Context: an optimization exercise on an open-source flow, tuned for a short achievable clock period and few clock cycles per item. The choices shown serve that exercise and are no tape-out recipe.
The RTL was checked by simulation tests, not by an equivalence proof against the original design.
Power and IR drop assume default switching activity.

--- flow/config.mk ---
export PLATFORM = sky130hd
export DESIGN_NAME = core
export DESIGN_NICKNAME = core
export VERILOG_FILES = /design/flow/design.v
export SDC_FILE = /design/flow/constraint.sdc
export NUM_CORES = 4
export LEC_CHECK = 0
export CAP_MARGIN = 20
export CORE_MARGIN = 2
export CORE_UTILIZATION = 40
export PLACE_DENSITY = 0.6
export SLEW_MARGIN = 20
export SYNTH_HIERARCHICAL = 1
export SYNTH_MINIMUM_KEEP_SIZE = 0
export TNS_END_PERCENT = 100
--- flow/constraint.sdc ---
create_clock -name core_clock -period 10.0 [get_ports {clk}]
set_input_delay 2.0000 -clock core_clock [delete_from_list [all_inputs] [get_ports {clk}]]
set_output_delay 2.0000 -clock core_clock [all_outputs]
set_load 0.01 [all_outputs]
--- flow/design.v ---
typedef enum logic[6:0]
{
    LUI = 7'b0110111,
    AUIPC = 7'b0010111,
    JAL = 7'b1101111,
    JALR = 7'b1100111,
    BRANCH = 7'b1100011 
} opcode_t;
typedef struct packed 
{
    logic [24:0]    body;
    opcode_t        opcode;
} any_type_instr_t;
typedef struct packed 
{
    logic [19:0]    imm;
    logic [4:0]     rd;
    opcode_t        opcode;
} u_type_instr_t;
typedef struct packed 
{
    logic [11:0]    imm;
    logic [4:0]     rs1;
    logic [2:0]     funct3;
    logic [4:0]     rd;
    opcode_t        opcode;
} i_type_instr_t;
typedef struct packed
{   
    logic [6:0]     imm_pt2;
    logic [4:0]     rs2;
    logic [4:0]     rs1;
    logic [2:0]     funct3;
    logic [4:0]     imm_pt1;
    opcode_t        opcode;
} b_type_instr_t;
typedef union packed
{
    logic [31:0]        word;
    any_type_instr_t    any;
    u_type_instr_t      utype;
    i_type_instr_t      itype;
    b_type_instr_t      btype;
} instr_t;
typedef struct packed
{
    logic       pc_in_sel;
    logic [1:0] rd_in_sel;
    logic [2:0] alu_sel;
    logic       rs1_sel;
    logic       rs2_sel;
    logic       regfile_we;
} decoder_ctl_signals_t;
typedef enum logic [2:0]
{
    ADD = 0,
    SUB = 1,
    XOR = 2,
    OR  = 3,
    AND = 4,
    LSR = 5,
    LSL = 6
} alu_op_t;
typedef struct packed 
{
    logic zero;
    logic sign;
    logic overflow;
} alu_flags_t;
typedef enum logic [2:0]
{
    BEQ = 3'b000,
    BNE = 3'b001,
    BLT = 3'b100,
    BGE = 3'b101,
    BLTU = 3'b110,
    BGEU = 3'b111
} branch_t;
module pg_node_p
(
    input g_hi, p_hi, g_lo, p_lo,
    output ng, np
);
    assign ng = ~(g_hi | (p_hi & g_lo));
    assign np = ~(p_hi & p_lo);
endmodule
module pg_node_n
(
    input ng_hi, np_hi, ng_lo, np_lo,
    output g, p
);
    assign g = ~(ng_hi & (np_hi | ng_lo));
    assign p = ~(np_hi | np_lo);
endmodule
module pg_inv
(
    input g_in, p_in,
    output g, p
);
    assign g = ~g_in;
    assign p = ~p_in;
endmodule
module add_gp
(
    input a, b,
    output g, p
);
    assign g = a & b;
    assign p = a | b;
endmodule
module carry3n
(
    input ng_a, np_a, ng_b, np_b, ng_c,
    output cn
);
    assign cn = ng_a & (np_a | ng_b) & (np_a | np_b | ng_c);
endmodule
module add_gp_n2
(
    input a0, a1, b,
    output ng, np
);
    assign ng = ~((a0 | a1) & b);
    assign np = ~(a0 | a1 | b);
endmodule
module bit_xor2
(
    input a0, a1, b,
    output x
);
    assign x = (a0 | a1) ^ b;
endmodule
module lt_leaf2
(
    input a0, a1, b0, b1,
    output lt, le
);
    wire a = a0 | a1;
    wire b = b0 | b1;
    assign lt = ~a & b;
    assign le = ~a | b;
endmodule
module bit_xnor4
(
    input a0, a1, b0, b1,
    output e
);
    assign e = ~((a0 | a1) ^ (b0 | b1));
endmodule
module add_gp_n
(
    input a, b,
    output ng, np
);
    assign ng = ~(a & b);
    assign np = ~(a | b);
endmodule
module bit_xor
(
    input a, b,
    output x
);
    assign x = a ^ b;
endmodule
module add32
(
    input [31:0] a,
    input [31:0] b,
    output [31:0] s
);
    wire [31:0] x;
    wire [31:0] g0, p0, g1, p1, g2, p2, g3, p3, g4, p4, g5, p5;
    genvar i;
    generate
        for (i = 0; i < 32; i = i + 1)
        begin : lv0
            add_gp l (.a(a[i]), .b(b[i]), .g(g0[i]), .p(p0[i]));
            bit_xor xl (.a(a[i]), .b(b[i]), .x(x[i]));
        end
        for (i = 0; i < 32; i = i + 1)
        begin : lv1
            if (i >= 1)
                pg_node_p n (.g_hi(g0[i]), .p_hi(p0[i]), .g_lo(g0[i-1]), .p_lo(p0[i-1]), .ng(g1[i]), .np(p1[i]));
            else
                pg_inv n (.g_in(g0[i]), .p_in(p0[i]), .g(g1[i]), .p(p1[i]));
        end
        for (i = 0; i < 32; i = i + 1)
        begin : lv2
            if (i >= 2)
                pg_node_n n (.ng_hi(g1[i]), .np_hi(p1[i]), .ng_lo(g1[i-2]), .np_lo(p1[i-2]), .g(g2[i]), .p(p2[i]));
            else
                pg_inv n (.g_in(g1[i]), .p_in(p1[i]), .g(g2[i]), .p(p2[i]));
        end
        for (i = 0; i < 32; i = i + 1)
        begin : lv3
            if (i >= 4)
                pg_node_p n (.g_hi(g2[i]), .p_hi(p2[i]), .g_lo(g2[i-4]), .p_lo(p2[i-4]), .ng(g3[i]), .np(p3[i]));
            else
                pg_inv n (.g_in(g2[i]), .p_in(p2[i]), .g(g3[i]), .p(p3[i]));
        end
        for (i = 0; i < 32; i = i + 1)
        begin : lv4
            if (i >= 8)
                pg_node_n n (.ng_hi(g3[i]), .np_hi(p3[i]), .ng_lo(g3[i-8]), .np_lo(p3[i-8]), .g(g4[i]), .p(p4[i]));
            else
                pg_inv n (.g_in(g3[i]), .p_in(p3[i]), .g(g4[i]), .p(p4[i]));
        end
        for (i = 0; i < 32; i = i + 1)
        begin : lv5
            if (i >= 16)
                pg_node_p n (.g_hi(g4[i]), .p_hi(p4[i]), .g_lo(g4[i-16]), .p_lo(p4[i-16]), .ng(g5[i]), .np(p5[i]));
            else
                pg_inv n (.g_in(g4[i]), .p_in(p4[i]), .g(g5[i]), .p(p5[i]));
        end
    endgenerate
    assign s = {x[31:1] ^ ~g5[30:0], x[0]};
endmodule
module lt_leaf
(
    input a, b,
    output lt, le
);
    assign lt = ~a & b;
    assign le = ~a | b;
endmodule
module lt_node_p
(
    input lt_hi, le_hi, lt_lo, le_lo,
    output nlt, nle
);
    assign nlt = ~(lt_hi | (le_hi & lt_lo));
    assign nle = ~(lt_hi | (le_hi & le_lo));
endmodule
module lt_node_n
(
    input nlt_hi, nle_hi, nlt_lo, nle_lo,
    output lt, le
);
    assign lt = ~(nlt_hi & (nle_hi | nlt_lo));
    assign le = ~(nlt_hi & (nle_hi | nle_lo));
endmodule
module bit_xnor
(
    input a, b,
    output e
);
    assign e = ~(a ^ b);
endmodule
module g_mux2i
(
    input s, a1, a0,
    output y
);
    assign y = ~(s ? a1 : a0);
endmodule
module g_a21oi
(
    input a1, a2, b1,
    output y
);
    assign y = ~((a1 & a2) | b1);
endmodule
module late_sel
(
    input lt_hi, le_hi, lt_lo,
    input eq_low,
    input v_eq, v_lt, v_ge,
    output q
);
    wire nlt, nw;
    g_a21oi l (.a1(le_hi), .a2(lt_lo), .b1(lt_hi), .y(nlt));
    g_mux2i m1 (.s(nlt), .a1(v_ge), .a0(v_lt), .y(nw));
    g_mux2i m2 (.s(eq_low), .a1(~v_eq), .a0(nw), .y(q));
endmodule
module cmp31 #(
    parameter NC = 1      
)
(
    input [30:0] a0, a1,      
    input [30:0] b0, b1,      
    output [NC-1:0] lt_hi, le_hi, lt_lo, le_lo,
    output [NC-1:0] eq_low
);
    wire [31:0] lt0, le0;
    assign lt0[31] = 1'b0;
    assign le0[31] = 1'b1;
    wire [15:0] nlt1, nle1;
    wire [7:0]  lt2, le2;
    wire [3:0]  nlt3, nle3;
    wire [30:0] e;
    wire [7:0] ne1;
    wire [3:0] eq2;
    wire [1:0] neq3;
    genvar gi;
    generate
        for (gi = 0; gi < 31; gi = gi + 1)
        begin : g0
            lt_leaf2 l (.a0(a0[gi]), .a1(a1[gi]), .b0(b0[gi]), .b1(b1[gi]), .lt(lt0[gi]), .le(le0[gi]));
            bit_xnor4 x (.a0(a0[gi]), .a1(a1[gi]), .b0(b0[gi]), .b1(b1[gi]), .e(e[gi]));
        end
        for (gi = 0; gi < 16; gi = gi + 1)
        begin : g1
            lt_node_p n (.lt_hi(lt0[2*gi+1]), .le_hi(le0[2*gi+1]), .lt_lo(lt0[2*gi]), .le_lo(le0[2*gi]),
                         .nlt(nlt1[gi]), .nle(nle1[gi]));
        end
        for (gi = 0; gi < 8; gi = gi + 1)
        begin : g2
            lt_node_n n (.nlt_hi(nlt1[2*gi+1]), .nle_hi(nle1[2*gi+1]), .nlt_lo(nlt1[2*gi]), .nle_lo(nle1[2*gi]),
                         .lt(lt2[gi]), .le(le2[gi]));
        end
        for (gi = 0; gi < 4; gi = gi + 1)
        begin : g3
            lt_node_p n (.lt_hi(lt2[2*gi+1]), .le_hi(le2[2*gi+1]), .lt_lo(lt2[2*gi]), .le_lo(le2[2*gi]),
                         .nlt(nlt3[gi]), .nle(nle3[gi]));
        end
        for (gi = 0; gi < NC; gi = gi + 1)
        begin : g4
            lt_node_n nh (.nlt_hi(nlt3[3]), .nle_hi(nle3[3]), .nlt_lo(nlt3[2]), .nle_lo(nle3[2]),
                          .lt(lt_hi[gi]), .le(le_hi[gi]));
            lt_node_n nl (.nlt_hi(nlt3[1]), .nle_hi(nle3[1]), .nlt_lo(nlt3[0]), .nle_lo(nle3[0]),
                          .lt(lt_lo[gi]), .le(le_lo[gi]));
            g_nor2 e4 (.a(neq3[0]), .b(neq3[1]), .y(eq_low[gi]));
        end
        for (gi = 0; gi < 8; gi = gi + 1)
        begin : e1
            if (gi < 7)
                g_nand4 n (.a(e[4*gi]), .b(e[4*gi+1]), .c(e[4*gi+2]), .d(e[4*gi+3]), .y(ne1[gi]));
            else
                g_nand4 n (.a(e[28]), .b(e[29]), .c(e[30]), .d(1'b1), .y(ne1[gi]));
        end
        for (gi = 0; gi < 4; gi = gi + 1)
        begin : e2
            g_nor2 n (.a(ne1[2*gi]), .b(ne1[2*gi+1]), .y(eq2[gi]));
        end
        for (gi = 0; gi < 2; gi = gi + 1)
        begin : e3
            g_nand2 n (.a(eq2[2*gi]), .b(eq2[2*gi+1]), .y(neq3[gi]));
        end
    endgenerate
endmodule
module jalr_hi_bit
(
    input h, na, z, s, is_jalr, tgt, cn,
    output y, yn
);
    wire k1 = is_jalr ? (s ? h : ~h) : tgt;    
    wire k0 = is_jalr ? h : tgt;               
    wire m1 = is_jalr ? (s ? ~h : h) : tgt;    
    wire y1n, y0n;
    g_mux2i p1 (.s(na), .a1(k0), .a0(k1), .y(y1n));
    g_mux2i p0 (.s(z), .a1(m1), .a0(k0), .y(y0n));
    g_mux2i pc (.s(cn), .a1(y0n), .a0(y1n), .y(y));
    wire y1, y0;
    g_mux2i q1 (.s(na), .a1(~k0), .a0(~k1), .y(y1));
    g_mux2i q0 (.s(z), .a1(~m1), .a0(~k0), .y(y0));
    g_mux2i qc (.s(cn), .a1(y0), .a0(y1), .y(yn));
endmodule
module bit_xnor2
(
    input a, b,
    output y
);
    assign y = ~(a ^ b);
endmodule
module jalr_hi
(
    input [19:0] h,
    input s,
    input is_jalr,
    input [19:0] tgt,
    input [3:0] cn,       
    output [19:0] y,
    output [19:0] yn      
);
    wire [19:0] o1, o2, o3, o4, o5, z1, z2, z3, z4, z5;
    genvar i;
    generate
        for (i = 0; i < 20; i = i + 1)
        begin : t
            if (i >= 1) begin : l1
                g_nand2 a (.a(h[i]), .b(h[i-1]), .y(o1[i]));
                g_nor2  b (.a(h[i]), .b(h[i-1]), .y(z1[i]));
            end else begin : l1p
                assign o1[i] = ~h[i];
                assign z1[i] = ~h[i];
            end
            if (i >= 2) begin : l2
                g_nor2  a (.a(o1[i]), .b(o1[i-2]), .y(o2[i]));
                g_nand2 b (.a(z1[i]), .b(z1[i-2]), .y(z2[i]));
            end else begin : l2p
                assign o2[i] = ~o1[i];
                assign z2[i] = ~z1[i];
            end
            if (i >= 4) begin : l3
                g_nand2 a (.a(o2[i]), .b(o2[i-4]), .y(o3[i]));
                g_nor2  b (.a(z2[i]), .b(z2[i-4]), .y(z3[i]));
            end else begin : l3p
                assign o3[i] = ~o2[i];
                assign z3[i] = ~z2[i];
            end
            if (i >= 8) begin : l4
                g_nor2  a (.a(o3[i]), .b(o3[i-8]), .y(o4[i]));
                g_nand2 b (.a(z3[i]), .b(z3[i-8]), .y(z4[i]));
            end else begin : l4p
                assign o4[i] = ~o3[i];
                assign z4[i] = ~z3[i];
            end
            if (i >= 16) begin : l5
                g_nand2 a (.a(o4[i]), .b(o4[i-16]), .y(o5[i]));
                g_nor2  b (.a(z4[i]), .b(z4[i-16]), .y(z5[i]));
            end else begin : l5p
                assign o5[i] = ~o4[i];
                assign z5[i] = ~z4[i];
            end
            if (i == 0) begin : b0
                jalr_hi_bit hb (.h(h[i]), .na(1'b0), .z(1'b1), .s(s), .is_jalr(is_jalr), .tgt(tgt[i]), .cn(cn[i / 5]),
                                .y(y[i]), .yn(yn[i]));
            end else begin : bn
                jalr_hi_bit hb (.h(h[i]), .na(o5[i-1]), .z(z5[i-1]), .s(s), .is_jalr(is_jalr), .tgt(tgt[i]), .cn(cn[i / 5]),
                                .y(y[i]), .yn(yn[i]));
            end
        end
    endgenerate
endmodule
module csel
(
    input c, y1, y0,
    output y
);
    assign y = c ? y1 : y0;
endmodule
module jalr_sel
(
    input [31:0] a0, a1,      
    input [11:0] imm,
    input is_jalr,
    input [31:0] tgt,
    output [31:0] d,
    output [31:0] dn      
);
    wire [11:0] x, g0, p0, g1, p1, g2, p2, g3, p3, g4, p4;
    genvar i;
    generate
        for (i = 0; i < 12; i = i + 1)
        begin : lv0
            add_gp_n2 l (.a0(a0[i]), .a1(a1[i]), .b(imm[i]), .ng(g0[i]), .np(p0[i]));
            bit_xor2 xl (.a0(a0[i]), .a1(a1[i]), .b(imm[i]), .x(x[i]));
        end
        for (i = 0; i < 12; i = i + 1)
        begin : lv1
            if (i >= 1)
                pg_node_n n (.ng_hi(g0[i]), .np_hi(p0[i]), .ng_lo(g0[i-1]), .np_lo(p0[i-1]), .g(g1[i]), .p(p1[i]));
            else
                pg_inv n (.g_in(g0[i]), .p_in(p0[i]), .g(g1[i]), .p(p1[i]));
        end
        for (i = 0; i < 12; i = i + 1)
        begin : lv2
            if (i >= 2)
                pg_node_p n (.g_hi(g1[i]), .p_hi(p1[i]), .g_lo(g1[i-2]), .p_lo(p1[i-2]), .ng(g2[i]), .np(p2[i]));
            else
                pg_inv n (.g_in(g1[i]), .p_in(p1[i]), .g(g2[i]), .p(p2[i]));
        end
        for (i = 0; i < 12; i = i + 1)
        begin : lv3
            if (i >= 4)
                pg_node_n n (.ng_hi(g2[i]), .np_hi(p2[i]), .ng_lo(g2[i-4]), .np_lo(p2[i-4]), .g(g3[i]), .p(p3[i]));
            else
                pg_inv n (.g_in(g2[i]), .p_in(p2[i]), .g(g3[i]), .p(p3[i]));
        end
        for (i = 0; i < 12; i = i + 1)
        begin : lv4
            if (i >= 8)
                pg_node_p n (.g_hi(g3[i]), .p_hi(p3[i]), .g_lo(g3[i-8]), .p_lo(p3[i-8]), .ng(g4[i]), .np(p4[i]));
            else
                pg_inv n (.g_in(g3[i]), .p_in(p3[i]), .g(g4[i]), .p(p4[i]));
        end
        for (i = 1; i < 12; i = i + 1)
        begin : lo
            g_mux2i c (.s(g4[i-1]), .a1(is_jalr ? ~x[i] : ~tgt[i]), .a0(is_jalr ? x[i] : ~tgt[i]), .y(d[i]));
            g_mux2i cn (.s(g4[i-1]), .a1(is_jalr ? x[i] : tgt[i]), .a0(is_jalr ? ~x[i] : tgt[i]), .y(dn[i]));
        end
    endgenerate
    assign d[0] = is_jalr ? 1'b0 : tgt[0];
    assign dn[0] = ~d[0];
    wire [3:0] c12;
    generate
        for (i = 0; i < 4; i = i + 1)
        begin : cc
            carry3n n (.ng_a(g2[11]), .np_a(p2[11]), .ng_b(g2[7]), .np_b(p2[7]), .ng_c(g2[3]), .cn(c12[i]));
        end
    endgenerate
    wire [31:12] ah;
    generate
        for (i = 12; i < 32; i = i + 1)
        begin : aor
            g_or2 o (.a(a0[i]), .b(a1[i]), .y(ah[i]));
        end
    endgenerate
    jalr_hi hi (.h(ah), .s(imm[11]), .is_jalr(is_jalr), .tgt(tgt[31:12]), .cn(c12), .y(d[31:12]), .yn(dn[31:12]));
endmodule
module vcalc
(
    input go, jump, is_br,
    input [2:0] f3,
    input sdiff,
    output v_eq, v_lt, v_ge
);
    reg t_eq, t_lt, t_ge;
    always @*
    begin
        case (f3)
            3'b000: begin t_eq = !sdiff; t_lt = 1'b0;    t_ge = 1'b0;    end
            3'b001: begin t_eq = sdiff;  t_lt = 1'b1;    t_ge = 1'b1;    end
            3'b100: begin t_eq = sdiff;  t_lt = !sdiff;  t_ge = sdiff;   end
            3'b101: begin t_eq = !sdiff; t_lt = sdiff;   t_ge = !sdiff;  end
            default: begin t_eq = 1'b0;  t_lt = 1'b0;    t_ge = 1'b0;    end
        endcase
    end
    assign v_eq = go & (jump | (is_br & t_eq));
    assign v_lt = go & (jump | (is_br & t_lt));
    assign v_ge = go & (jump | (is_br & t_ge));
endmodule
module g_nand3
(
    input a, b, c,
    output y
);
    assign y = ~(a & b & c);
endmodule
module g_inv
(
    input a,
    output y
);
    assign y = ~a;
endmodule
module rf_predec
(
    input [4:0] idx,
    output [3:0] p2,
    output [7:0] p3
);
    wire [4:0] n;
    genvar gi;
    generate
        for (gi = 0; gi < 5; gi = gi + 1)
        begin : iv
            g_inv v (.a(idx[gi]), .y(n[gi]));
        end
        for (gi = 0; gi < 4; gi = gi + 1)
        begin : d2
            g_nand2 g (.a(gi[0] ? idx[0] : n[0]), .b(gi[1] ? idx[1] : n[1]), .y(p2[gi]));
        end
        for (gi = 0; gi < 8; gi = gi + 1)
        begin : d3
            g_nand3 g (.a(gi[0] ? idx[2] : n[2]), .b(gi[1] ? idx[3] : n[3]), .c(gi[2] ? idx[4] : n[4]),
                       .y(p3[gi]));
        end
    endgenerate
endmodule
module rf_dec
(
    input [3:0] p2,
    input [7:0] p3,
    output [31:0] sel
);
    genvar gi;
    generate
        for (gi = 0; gi < 32; gi = gi + 1)
        begin : d
            if (gi == 0)
                assign sel[gi] = 1'b0;
            else
                g_nor2 g (.a(p3[gi / 4]), .b(p2[gi % 4]), .y(sel[gi]));
        end
    endgenerate
endmodule
module g_aoi22
(
    input s0, d0, s1, d1,
    output y
);
    assign y = ~((s0 & d0) | (s1 & d1));
endmodule
module g_nand4
(
    input a, b, c, d,
    output y
);
    assign y = ~(a & b & c & d);
endmodule
module g_nor2
(
    input a, b,
    output y
);
    assign y = ~(a | b);
endmodule
module g_or2
(
    input a, b,
    output y
);
    assign y = a | b;
endmodule
module g_nand2
(
    input a, b,
    output y
);
    assign y = ~(a & b);
endmodule
module rf_bit
(
    input [31:0] sel,
    input [31:0] d,
    output w0, w1
);
    wire [15:0] t;
    wire [7:0] u;
    wire [3:0] v;
    wire [1:0] w;
    genvar gi;
    generate
        for (gi = 0; gi < 16; gi = gi + 1)
        begin : a
            g_aoi22 g (.s0(sel[2*gi]), .d0(d[2*gi]), .s1(sel[2*gi+1]), .d1(d[2*gi+1]), .y(t[gi]));
        end
        for (gi = 0; gi < 8; gi = gi + 1)
        begin : b
            g_nand2 g (.a(t[2*gi]), .b(t[2*gi+1]), .y(u[gi]));
        end
        for (gi = 0; gi < 4; gi = gi + 1)
        begin : c
            g_nor2 g (.a(u[2*gi]), .b(u[2*gi+1]), .y(v[gi]));
        end
        for (gi = 0; gi < 2; gi = gi + 1)
        begin : d_
            g_nand2 g (.a(v[2*gi]), .b(v[2*gi+1]), .y(w[gi]));
        end
    endgenerate
    assign w0 = w[0];
    assign w1 = w[1];
endmodule
module rf_read
(
    input [31*32-1:0] regs,
    input [4:0] idx,
    output [31:0] w0,     
    output [31:0] w1
);
    wire [4*32-1:0] sel;
    wire [3:0] p2;
    wire [7:0] p3;
    rf_predec pd (.idx(idx), .p2(p2), .p3(p3));
    genvar gb, gi;
    generate
        for (gb = 0; gb < 4; gb = gb + 1)
        begin : dec_
            rf_dec dec (.p2(p2), .p3(p3), .sel(sel[32*gb +: 32]));
        end
        for (gb = 0; gb < 32; gb = gb + 1)
        begin : bit_
            wire [31:0] d;
            assign d[0] = 1'b0;
            for (gi = 1; gi < 32; gi = gi + 1)
            begin : r
                assign d[gi] = regs[(gi-1)*32 + gb];
            end
            rf_bit rb (.sel(sel[32*(gb/8) +: 32]), .d(d), .w0(w0[gb]), .w1(w1[gb]));
        end
    endgenerate
endmodule
module core
(
    input clk,
    input ce,
    input reset,
    input [31:0] memout,
    output [31:0] memaddr,
    output memrd
);
    localparam NG = 9;
    reg [31:0] seq_r;     
    reg [31:0] alt_r;     
    reg [31:0] seq_n_r, alt_n_r;    
    reg [NG-1:0] r_lt_hi, r_le_hi, r_lt_lo, r_eq_low;
    reg [NG-1:0] r_v_eq, r_v_lt, r_v_ge;
    wire [3:0] use_alt_i;  
    wire [15:0] use_alt_o;  
    reg run;
    reg [31:0] regs [1:31];
    wire [31*32-1:0] regs_flat;
    genvar gi;
    generate
        for (gi = 1; gi < 32; gi = gi + 1)
        begin : flat
            assign regs_flat[(gi-1)*32 +: 32] = regs[gi];
        end
    endgenerate
    genvar gk;
    generate
        for (gk = 0; gk < 16; gk = gk + 1)
        begin : out_dec
            late_sel ls (.lt_hi(r_lt_hi[gk / 2]), .le_hi(r_le_hi[gk / 2]), .lt_lo(r_lt_lo[gk / 2]),
                         .eq_low(r_eq_low[gk / 2]), .v_eq(r_v_eq[gk / 2]), .v_lt(r_v_lt[gk / 2]),
                         .v_ge(r_v_ge[gk / 2]), .q(use_alt_o[gk]));
            g_mux2i m0 (.s(use_alt_o[gk]), .a1(alt_n_r[2*gk]), .a0(seq_n_r[2*gk]), .y(memaddr[2*gk]));
            g_mux2i m1 (.s(use_alt_o[gk]), .a1(alt_n_r[2*gk+1]), .a0(seq_n_r[2*gk+1]), .y(memaddr[2*gk+1]));
        end
        for (gk = 0; gk < 4; gk = gk + 1)
        begin : int_dec
            late_sel ls (.lt_hi(r_lt_hi[8]), .le_hi(r_le_hi[8]), .lt_lo(r_lt_lo[8]), .eq_low(r_eq_low[8]),
                         .v_eq(r_v_eq[8]), .v_lt(r_v_lt[8]), .v_ge(r_v_ge[8]), .q(use_alt_i[gk]));
        end
    endgenerate
    wire [31:0] pc = use_alt_i[3] ? alt_r : seq_r;
    wire [6:0] op  = memout[6:0];
    wire [4:0] rd  = memout[11:7];
    wire [2:0] f3  = memout[14:12];
    wire [4:0] rs1 = memout[19:15];
    wire [4:0] rs2 = memout[24:20];
    wire is_lui   = op == 7'b0110111;
    wire is_auipc = op == 7'b0010111;
    wire is_jal   = op == 7'b1101111;
    wire is_jalr  = op == 7'b1100111;
    wire is_br    = op == 7'b1100011;
    wire [31:0] uimm = {memout[31:12], 12'b0};
    wire [31:0] jimm = {{12{memout[31]}}, memout[19:12], memout[20], memout[30:21], 1'b0};
    wire [31:0] bimm = {{20{memout[31]}}, memout[7], memout[30:25], memout[11:8], 1'b0};
    wire [31:0] aw0, aw1, bw0, bw1;
    rf_read rd_a (.regs(regs_flat), .idx(rs1), .w0(aw0), .w1(aw1));
    rf_read rd_b (.regs(regs_flat), .idx(rs2), .w0(bw0), .w1(bw1));
    wire a31, b31;
    g_or2 oa (.a(aw0[31]), .b(aw1[31]), .y(a31));
    g_or2 ob (.a(bw0[31]), .b(bw1[31]), .y(b31));
    wire [NG-1:0] lt_hi, le_hi, lt_lo, le_lo, eq_low;
    cmp31 #(.NC(NG)) cmp (.a0(aw0[30:0]), .a1(aw1[30:0]), .b0(bw0[30:0]), .b1(bw1[30:0]), .lt_hi(lt_hi), .le_hi(le_hi), .lt_lo(lt_lo),
                          .le_lo(le_lo), .eq_low(eq_low));
    wire sdiff = a31 ^ b31;
    wire go = ce & !reset;
    wire jump = is_jal | is_jalr;
    wire [NG-1:0] v_eq, v_lt, v_ge;
    generate
        for (gk = 0; gk < NG; gk = gk + 1)
        begin : vc
            vcalc c (.go(go), .jump(jump), .is_br(is_br), .f3(f3), .sdiff(sdiff),
                     .v_eq(v_eq[gk]), .v_lt(v_lt[gk]), .v_ge(v_ge[gk]));
        end
    endgenerate
    wire [31:0] pc4, pc_u, alt_d, alt_dn;
    wire [31:0] alt4, seq4, altu, sequ;
    add32 add_a4 (.a(alt_r), .b(32'd4), .s(alt4));
    add32 add_s4 (.a(seq_r), .b(32'd4), .s(seq4));
    add32 add_au (.a(alt_r), .b(uimm), .s(altu));
    add32 add_su (.a(seq_r), .b(uimm), .s(sequ));
    assign pc4  = use_alt_i[0] ? alt4 : seq4;
    assign pc_u = use_alt_i[2] ? altu : sequ;
    wire [31:0] tj, tb;
    add32 add_tj (.a(pc), .b(jimm), .s(tj));
    add32 add_tb (.a(pc), .b(bimm), .s(tb));
    wire [31:0] tgt = is_jal ? tj : tb;
    jalr_sel js (.a0(aw0), .a1(aw1), .imm(memout[31:20]), .is_jalr(is_jalr), .tgt(tgt), .d(alt_d), .dn(alt_dn));
    wire we = is_lui | is_auipc | is_jal | is_jalr;
    wire [31:0] wdata = is_lui   ? uimm :
                        is_auipc ? pc_u : pc4;
    assign memrd = run;
    always @ (posedge clk)
    begin
        alt_r <= alt_d;
        alt_n_r <= alt_dn;
        r_lt_hi <= lt_hi;
        r_le_hi <= le_hi;
        r_lt_lo <= lt_lo;
        r_eq_low <= eq_low;
        r_v_eq <= v_eq;
        r_v_lt <= v_lt;
        r_v_ge <= v_ge;
        if (reset)
        begin
            seq_r <= 32'd0;
            seq_n_r <= ~32'd0;
            run <= 1'b1;
        end
        else if (ce)
        begin
            seq_r <= pc4;
            seq_n_r <= ~pc4;
            if (we && rd != 5'd0)
                regs[rd] <= wdata;
        end
        else
        begin
            seq_r <= pc;
            seq_n_r <= ~pc;
        end
    end
endmodule
--- flow/flow/run.sh ---
#!/bin/bash
set -euo pipefail
bash standard.sh SETUP_SLACK_MARGIN=6.2 MATCH_CELL_FOOTPRINT=0 finish > flow_make.log 2>&1
--- flow/standard.sh ---
#!/bin/bash
# synth_recipe.tcl (not shown) runs the flow's synth.tcl, then flattens the netlist and writes it again
# the make line also repeats each setting of config.mk as NAME=value (left out here)
make -C /OpenROAD-flow-scripts/flow DESIGN_CONFIG=/design/flow/config.mk WORK_HOME=/design/flow/orfs CLKGATE_MAP_FILE= SYNTH_SCRIPT=/design/flow/synth_recipe.tcl "${@:-finish}"
==> impl_metrics.env <==
export IMPL_clock_latency_ns=0.81
export IMPL_timing_critical_path_buf_inv=9
export IMPL_drt_iter0_drc=6876
export IMPL_final_area_sq_um=102700
export IMPL_wl_per_cell_um=30.26
export IMPL_cpMaxStageDelayCell="nor3_4"
export IMPL_fin_nets=8395
export IMPL_cp_required_ns=10.71
export IMPL_grt_busiest_layer="met2"
export IMPL_tightest_slew_ns=1.059
export IMPL_syn_inst=7257
export IMPL_period_needed_ns=4.446
export IMPL_drc_errors=0
export IMPL_multi_input_area_sq_um=51180
export IMPL_vias=65138
export IMPL_area_growth_pct=32.18
export IMPL_root_buffer="clkbuf_16"
export IMPL_ir_worst_vdd_mv=0.1588
export IMPL_clk_pin_slew_ns=0.06
export IMPL_crit_family="buffers and inverters"
export IMPL_criticalPathCategory="input port to flip-flop"
export IMPL_rsz0062_at_grt="true"
export IMPL_fill_cells=16287
export IMPL_fin_cells=10994
export IMPL_clock_path_buffers=3
export IMPL_r2r_end="alt_r[14]"
export IMPL_die_h_um=444.8
export IMPL_setup_tns_final_ns=0
export IMPL_path_cells="buf_6 > buf_12 > clkinvlp_4 > buf_12 > buf_12 > nand2_8 > buf_12 > buf_6 > nor2_4 > a22oi_2 > nand2_1 > nor2_2 > nand2_4 > nor3_4 > o21ai_4 > a21oi_4 > buf_12 > nor3_4 > nor2_4 > clkbuf_16 > mux2i_2"
export IMPL_grt_max_degree=64
export IMPL_grt_pass1_wl_mm=457.0
export IMPL_slowest_delay_ns=0.25
export IMPL_cts_tree="yes"
export IMPL_power_leakage_nw=35.96
export IMPL_avgSynthCellArea_sq_um=10.71
export IMPL_rrSetupSlack_ns=5.80
export IMPL_place_gp_congestion=0.9903
export IMPL_end_kind="flip-flop"
export IMPL_dp_cells=10206
export IMPL_rr_worst_depth=17
export IMPL_hpwl_mm=216.6
export IMPL_power_mw=19.62
export IMPL_syn_area_sq_um=77710
export IMPL_ys_warnings_count=8
export IMPL_groute_layer_met1_usage_pct=40.69
export IMPL_hp_start="seq_r[31]"
export IMPL_cts_hold_buf=0
export IMPL_dieArea_sq_um=197800
export IMPL_finalMaxSlewViolations=0
export IMPL_use_met3_pct=6.831
export IMPL_finalSetupViolCount=0
export IMPL_start_kind="input port"
export IMPL_slew_headroom_pct=29.10
export IMPL_hold_end="seq_r[31]"
export IMPL_grt_use_met2_pct=50.61
export IMPL_worst_slack_ns=5.554
export IMPL_drive_above_1_share_pct=50.06
export IMPL_hold_depth=3
export IMPL_place_ws_ns=3.035
export IMPL_crit_arrival_ns=5.16
export IMPL_r2r_start="r_le_hi[8]"
export IMPL_grt_pass1_vias=63461
export IMPL_hold_ws_ns=0.9051
export IMPL_rows=161
export IMPL_utilization_pct=53.28
export IMPL_hold_violations=0
export IMPL_antenna_found_initial=18
export IMPL_start_util_pct=40.31
export IMPL_groute_usage_overall_pct=32.15
export IMPL_final_antenna_net_count=0
export IMPL_seqCellArea_sq_um=33640
export IMPL_grt_overflow=0
export IMPL_fin_skew_ns=0.04952
export IMPL_crit_fanout=8
export IMPL_ios=68
export IMPL_crit_top_cell="buf_12"
export IMPL_cts_inserted_buffers=132
export IMPL_power_density_nw_per_um2=191.0
export IMPL_placed_area_sq_um=85110
export IMPL_viasPerCell=5.925
export IMPL_h_tree_depth=4
export IMPL_portBuffers=66
export IMPL_fin_crit_sh_pct=44.46
export IMPL_wl_mm=332.7
export IMPL_drv_cap=0
export IMPL_hp_class="flip-flop to flip-flop"
export IMPL_firstDrtPassIters=6
export IMPL_clock_sinks=1183
export IMPL_run_status="timing/DRC/antenna clean"
export IMPL_die_w_um=444.8
export IMPL_fmax_ghz=0.2249
export IMPL_core_sq_um=192800
-- cells in the final DEF, fill, tap and decap left out, types with 225 or more instances in the layout --
cell	instances
a22oi_2	1024
edfxtp_1	992
nand2_1	903
nor2_1	487
a21oi_2	427
o21ai_2	350
conb_1	342
buf_4	300
nor2_4	280
nor2_2	242
inv_1	225
-- per-layer routing --
metal  wire length (um)  vias up
met5                 19        -
met4              24670        4
met3              30440      886
met2             148200     3247
met1             129300    32462
li1                   -    28539
-- where the power goes --
part | total [mW] | internal (mW) | switching (mW) | leakage, nW
combinational | 8.13 | 3.12 | 5.01 | 23.3
sequential | 6.42 | 5.97 | 0.454 | 10.5
clock | 5.07 | 2.94 | 2.13 | 2.14
total | 19.6 | 12.0 | 7.59 | 36.0
-- worst max path at each step --
stage                           from  cells after the start          end  slack [ns]
final                     memout[15]                     21    alt_r[12]        5.55
after global routing      r_lt_lo[1]                      6   memaddr[5]        5.53
after CTS                 r_le_hi[0]                      6   memaddr[0]        5.56
after detailed placement  memout[18]                     17  alt_n_r[27]        3.03
after global placement    memout[15]                     15    alt_r[14]        3.11
after floorplan           memout[22]                     12    r_v_lt[0]        5.39
-- worst reg2reg max path, stage by stage (launching register included) --
cell,delay [ns]
dfxtp_1,0.35
a21oi_2,0.22
mux2i_1,0.14
mux2i_4,0.24
buf_12,0.25
mux2_2,0.55
or2_1,0.32
a21oi_2,0.22
o21ai_2,0.11
a21oi_2,0.19
o21ai_2,0.10
inv_1,0.07
xnor2_1,0.16
mux2_2,0.36
nor2b_2,0.19
a21o_2,0.23
mux2i_1,0.24
mux2i_4,0.11
-- repair_timing --
item,in CTS,in global routing
cloned,55,19
gates resized for setup,1619,276
pin swaps,400,201
endpoints found under the setup margin,1909,1181
buffers inserted,391,81
-- state kept, by name (all words and copies together) (netlist names), 32 cells and up --
name and cells:
regs 992, alt_n_r 32, alt_r 32, seq_n_r 32
seq_r 32
-- area by class of cell --
class | count | area share [%]
multi-input cells | 6062 | 49.83
flip-flops and latches | 1183 | 32.75
repair buffers | 715 | 9.015
clock buffers | 168 | 3.480
well taps | 2526 | 3.077
inverters | 266 | 1.016
clock inverters | 70 | 0.8235
diodes | 4 | 0.009745
Testbench counts, summed over its fixed seeds: cycles 32,896, fetches 32,768.

what the ideal ports hide:
In the flow no input, the clock included, has a driving cell. The finished layout below was timed again as built, in two steps.
Step 1 (the two cells are an assumption about what drives the block):
set clk [get_ports {clk}]
set_driving_cell -lib_cell sky130_fd_sc_hd__clkbuf_16 $clk
set_driving_cell -lib_cell sky130_fd_sc_hd__buf_2 [delete_from_list [all_inputs] $clk]
Step 2, shift: input delay + t, output delay - t, t = (earliest + latest rising clock arrival at the registers) / 2. This alone moves slack from input paths to output paths.
a / b / c = ideal ports / drivers / drivers and shift; a / b = the first two.
shift t [ns]: 0.870
slack for setup (ns): 5.554 / 5.479 / 4.612
worst setup path at the end: input to register
After both steps setup and hold are still met in this run. For this run, drivers alone change the setup slack by -0.075 ns; drivers and shift together by -0.942 ns.
